What follows belongs to an exercise in optimizing a design on an open flow for small area and a short achievable clock period; a production flow would make more cautious choices.
At most, simulation tests tie the RTL to the original design; equivalence was not proved.

red:
// fp16_alu
module fp16_alu (
  input  wire        clk,
  input  wire [1:0]  op,
  input  wire [15:0] a,
  input  wire [15:0] b,
  output wire [15:0] z
);
  wire [15:0] b_in = (op == 2'd3) ? {~b[15], b[14:0]} : b;
  wire [15:0] l_in, s_in;
  wire eq_in, maxl_in, hl_in, hs_in;
  wire [4:0] rsv_in;
  flpcomp u_ord (.iA(a), .iB(b_in), .oL(l_in), .oS(s_in), .oEq(eq_in), .oRsv(rsv_in), .oMaxL(maxl_in),
                 .oHL(hl_in), .oHS(hs_in));
  reg [1:0]  op_q;
  reg [15:0] l_q, s_q;
  reg        eq_q, maxl_q, hl_q, hs_q;
  reg [4:0]  rsv_q;
  reg        zs_q, r_q;
  reg [14:0] em_q;
  wire as, ar, ms, mr;
  wire [4:0] ae, me;
  wire [9:0] am, mm;
  wire [15:0] max_z = maxl_q ? l_q : s_q;
  fp_add  u_add (.iL(l_q), .iS(s_q), .hL(hl_q), .hS(hs_q), .eq(eq_q), .rsv(rsv_q), .oS(as), .oE(ae), .oM(am), .oR(ar));
  fp_mult u_mul (.iA(l_q), .iB(s_q), .hA(hl_q), .hB(hs_q), .oS(ms), .oE(me), .oM(mm), .oR(mr));
  always @(posedge clk) begin
    op_q   <= op;
    l_q    <= l_in;
    s_q    <= s_in;
    eq_q   <= eq_in;
    maxl_q <= maxl_in;
    hl_q   <= hl_in;
    hs_q   <= hs_in;
    rsv_q  <= rsv_in;
    case (op_q)
      2'd1: begin
        zs_q <= ms; em_q <= {me, mm}; r_q <= mr;
      end
      2'd2: begin
        zs_q <= max_z[15]; em_q <= max_z[14:0]; r_q <= 1'b0;
      end
      default: begin
        zs_q <= as; em_q <= {ae, am}; r_q <= ar;
      end
    endcase
  end
  assign z = {zs_q, em_q + {14'd0, r_q}};
endmodule
==> flow/config.mk <==
export PLATFORM = sky130hd
export DESIGN_NAME = fp16_alu
export DESIGN_NICKNAME = fp16_alu
export VERILOG_FILES = /design/flow/design.v
export SDC_FILE = /design/flow/constraint.sdc
export NUM_CORES = 4
export LEC_CHECK = 0
export ABC_AREA = 1
export CAP_MARGIN = 20
export CORE_MARGIN = 2
export CORE_UTILIZATION = 40
export GPL_TIMING_DRIVEN = 1
export PLACE_DENSITY = 0.6
export SLEW_MARGIN = 20
==> flow/constraint.sdc <==
create_clock -name core_clock -period 23.0 [get_ports {clk}]
set_input_delay 4.6000 -clock core_clock [delete_from_list [all_inputs] [get_ports {clk}]]
set_output_delay 4.6000 -clock core_clock [all_outputs]
set_load 0.01 [all_outputs]
standard.sh (not shown) runs the stock make flow with config.mk's settings and CLKGATE_MAP_FILE= SYNTH_SCRIPT=/design/flow/synth_recipe.tcl, a recipe that flattens the netlist after the stock synthesis.
==> flow/flow/run.sh <==
#!/bin/bash
# Standard layout with two changes:
#  - timing repair aims for a setup slack of 15 ns, so that the achieved
#    clock period is short;
#  - the port buffers are the smallest buffer, buf_1 (repair may upsize them).
set -euo pipefail
export SETUP_SLACK_MARGIN=15
export BUFFER_PORTS_ARGS="-buffer_cell sky130_fd_sc_hd__buf_1"
bash standard.sh > standard_flow.log 2>&1
In summary, red completed successfully, with a layout that passed the timing, design-rule and antenna checks.
Changes in blue relative to red:
Settings: removing GPL_TIMING_DRIVEN (formerly 1).
==> flow/flow/run.sh <==
#!/bin/bash
# Standard layout with two changes:
#  - timing repair aims for a setup slack of 15.5 ns, so that the achieved
#    clock period is short;
#  - the port buffers are the smallest buffer, buf_1 (repair may upsize them).
set -euo pipefail
export SETUP_SLACK_MARGIN=15.5
export BUFFER_PORTS_ARGS="-buffer_cell sky130_fd_sc_hd__buf_1"
bash standard.sh > standard_flow.log 2>&1
Results
- Utilization was lower in red than in blue.
- Going from red to blue, area added between synthesis and finish went up; wire length on met2 now larger; clock skew held.
## Diff of input files: green against blue
Settings: CORE_UTILIZATION changed from 40 to 60; PLACE_DENSITY changed from 0.6 to 0.75.
==> flow/flow/run.sh <==
#!/bin/bash
# Standard layout with two changes:
#  - timing repair aims for a setup slack of 15 ns, so that the achieved
#    clock period is short;
#  - the port buffers are the smallest buffer, buf_1 (repair may upsize them).
set -euo pipefail
export SETUP_SLACK_MARGIN=15
export BUFFER_PORTS_ARGS="-buffer_cell sky130_fd_sc_hd__buf_1"
bash standard.sh > standard_flow.log 2>&1
[summary]
Having completed the whole flow, green delivered a layout that passed the timing, design-rule and antenna checks.
green against blue: count of cell types in the netlist did not really move; clock period minus final worst setup slack climbed 0.21 ns.
Delta (green minus blue): routed wire length shows a reduction of 5.4%; clock network contribution to total cell area shows an increase of 0.23 points.
The width of the die in blue is 1.2 times that in green.
Highest achievable clock rate went down by a few percent going from blue to green.
diff inputs: green => orange
Settings: a change of PLACE_DENSITY from 0.75 to 0.6; a change of CORE_UTILIZATION from 60 to 40.
==> flow/flow/run.sh <==
#!/bin/bash
# Standard layout with two changes:
#  - timing repair aims for a setup slack of 16 ns, so that the achieved
#    clock period is short;
#  - the port buffers are the smallest buffer, buf_1 (repair may upsize them).
set -euo pipefail
export SETUP_SLACK_MARGIN=16
export BUFFER_PORTS_ARGS="-buffer_cell sky130_fd_sc_hd__buf_1"
bash standard.sh > standard_flow.log 2>&1
Notes after the runs:
- Changes observed in orange relative to green: routed wirelength normalized by instance count shows an increase of 3.7%.
- Diff green -> orange | via count | increase of 418


Setup of harbor:
fp16_alu, a different RTL version from the one above (not shown whole).
Size: about 1800 cells after synthesis, roughly 51 flip-flops, roughly 51 I/O pins, about 14000 sq um of cells after synthesis.
clock: 23.0 ns
lec_check: 0
cap_margin: 20
core_margin: 2
core_utilization: 40
place_density: 0.6
slew_margin: 20
run.sh (not shown) runs the stock make flow with config.mk's settings and CLKGATE_MAP_FILE= SYNTH_SCRIPT=/design/flow/synth_recipe.tcl, a recipe that flattens the netlist after the stock synthesis.
Stock flow here: none of the scripts above is used.
diff inputs: harbor => indigo
- ABC_AREA newly set to 1
==> flow/flow/run.sh (new file) <==
#!/bin/bash
# Standard layout, with timing repair aiming for setup slack 16 ns
# so that the achieved clock period is short.
set -euo pipefail
export SETUP_SLACK_MARGIN=16
bash standard.sh > standard_flow.log 2>&1
==> flow/standard.sh (new file) <==
#!/bin/bash
# synth_recipe.tcl (not shown) runs the flow's synth.tcl, then flattens the netlist and writes it again
# the make line also repeats each setting of config.mk as NAME=value (left out here)
make -C /OpenROAD-flow-scripts/flow DESIGN_CONFIG=/design/flow/config.mk WORK_HOME=/design/flow/orfs CLKGATE_MAP_FILE= SYNTH_SCRIPT=/design/flow/synth_recipe.tcl "${@:-finish}"
removed: flow/run.sh
==> notes.md <==
- Going from harbor to indigo, detailed-routing iteration count for the pre-antenna-repair pass grew by 1, critical path depth grew by 10.
- Between indigo and harbor, the difference in sequential fraction of total cell area is negligible.
- The post-route minimum period number comes out lower for indigo vs harbor.
- The area overhead of the layout relative to synthesis of indigo is higher than that of harbor.
#### Input delta (violet over indigo)
==> flow/flow/run.sh <==
#!/bin/bash
# Standard layout, with timing repair aiming for setup slack 13 ns
# so that the achieved clock period is short.
set -euo pipefail
export SETUP_SLACK_MARGIN=13
bash standard.sh > standard_flow.log 2>&1
--- outcome ---
- violet | status: complete | timing, DRC, antenna: pass
- indigo completed; timing, DRC and antenna clean
- Comparing final worst setup slack for indigo and violet, the smaller number came from violet.
- Via count of the first global-routing pass, indigo and violet, lower one = violet.
- Summary of violet over indigo: routed wire length moved down.
- Of indigo and violet, the higher standard cell area after detailed placement belongs to indigo.
- indigo → violet: layout cell share with drive strength beyond 1 fell by 15 points; total routing resource utilization after global routing -2.9 points.
No run of this note included a check of the RTL's function; only the layout flow was run.

re-timing with driven ports:
The results above use ideal ports. As a check the final layouts listed here were re-extracted and re-timed, cells and wires unchanged.
Step 1 assumes that a clkbuf_16 drives the clock port and a buf_2 every other input.
Step 2, shift: input delay + t, output delay - t, t = (earliest + latest rising clock arrival at the registers) / 2. This alone moves slack from input paths to output paths.
a / b / c = no drivers / after step 1 / after step 2; a / b = the first two.
| run | t (ns) | slack for setup (ns) | worst hold slack (ns) |
|---|---|---|---|
| red | 0.389 | 15.653 / 15.653 / 15.448 | 0.745 / 0.745 / 0.745 |
| blue | 0.387 | 15.801 / 15.828 / 15.441 | 0.743 / 0.743 / 0.743 |
| green | 0.378 | 15.593 / 15.593 / 15.593 | 0.792 / 0.792 / 0.792 |
| orange | 0.381 | 16.063 / 16.063 / 16.063 | 0.765 / 0.765 / 0.765 |
| harbor | 0.351 | 7.998 / 7.998 / 7.998 | 0.862 / 0.862 / 0.862 |
| indigo | 0.360 | 14.604 / 14.604 / 14.604 | 0.693 / 0.693 / 0.693 |
| violet | 0.357 | 13.785 / 13.785 / 13.785 | 0.768 / 0.768 / 0.768 |
After both steps every run listed still meets setup and hold. The setup slack of blue, which loses most, moves by +0.027 ns with the drivers and by -0.360 ns with both steps.
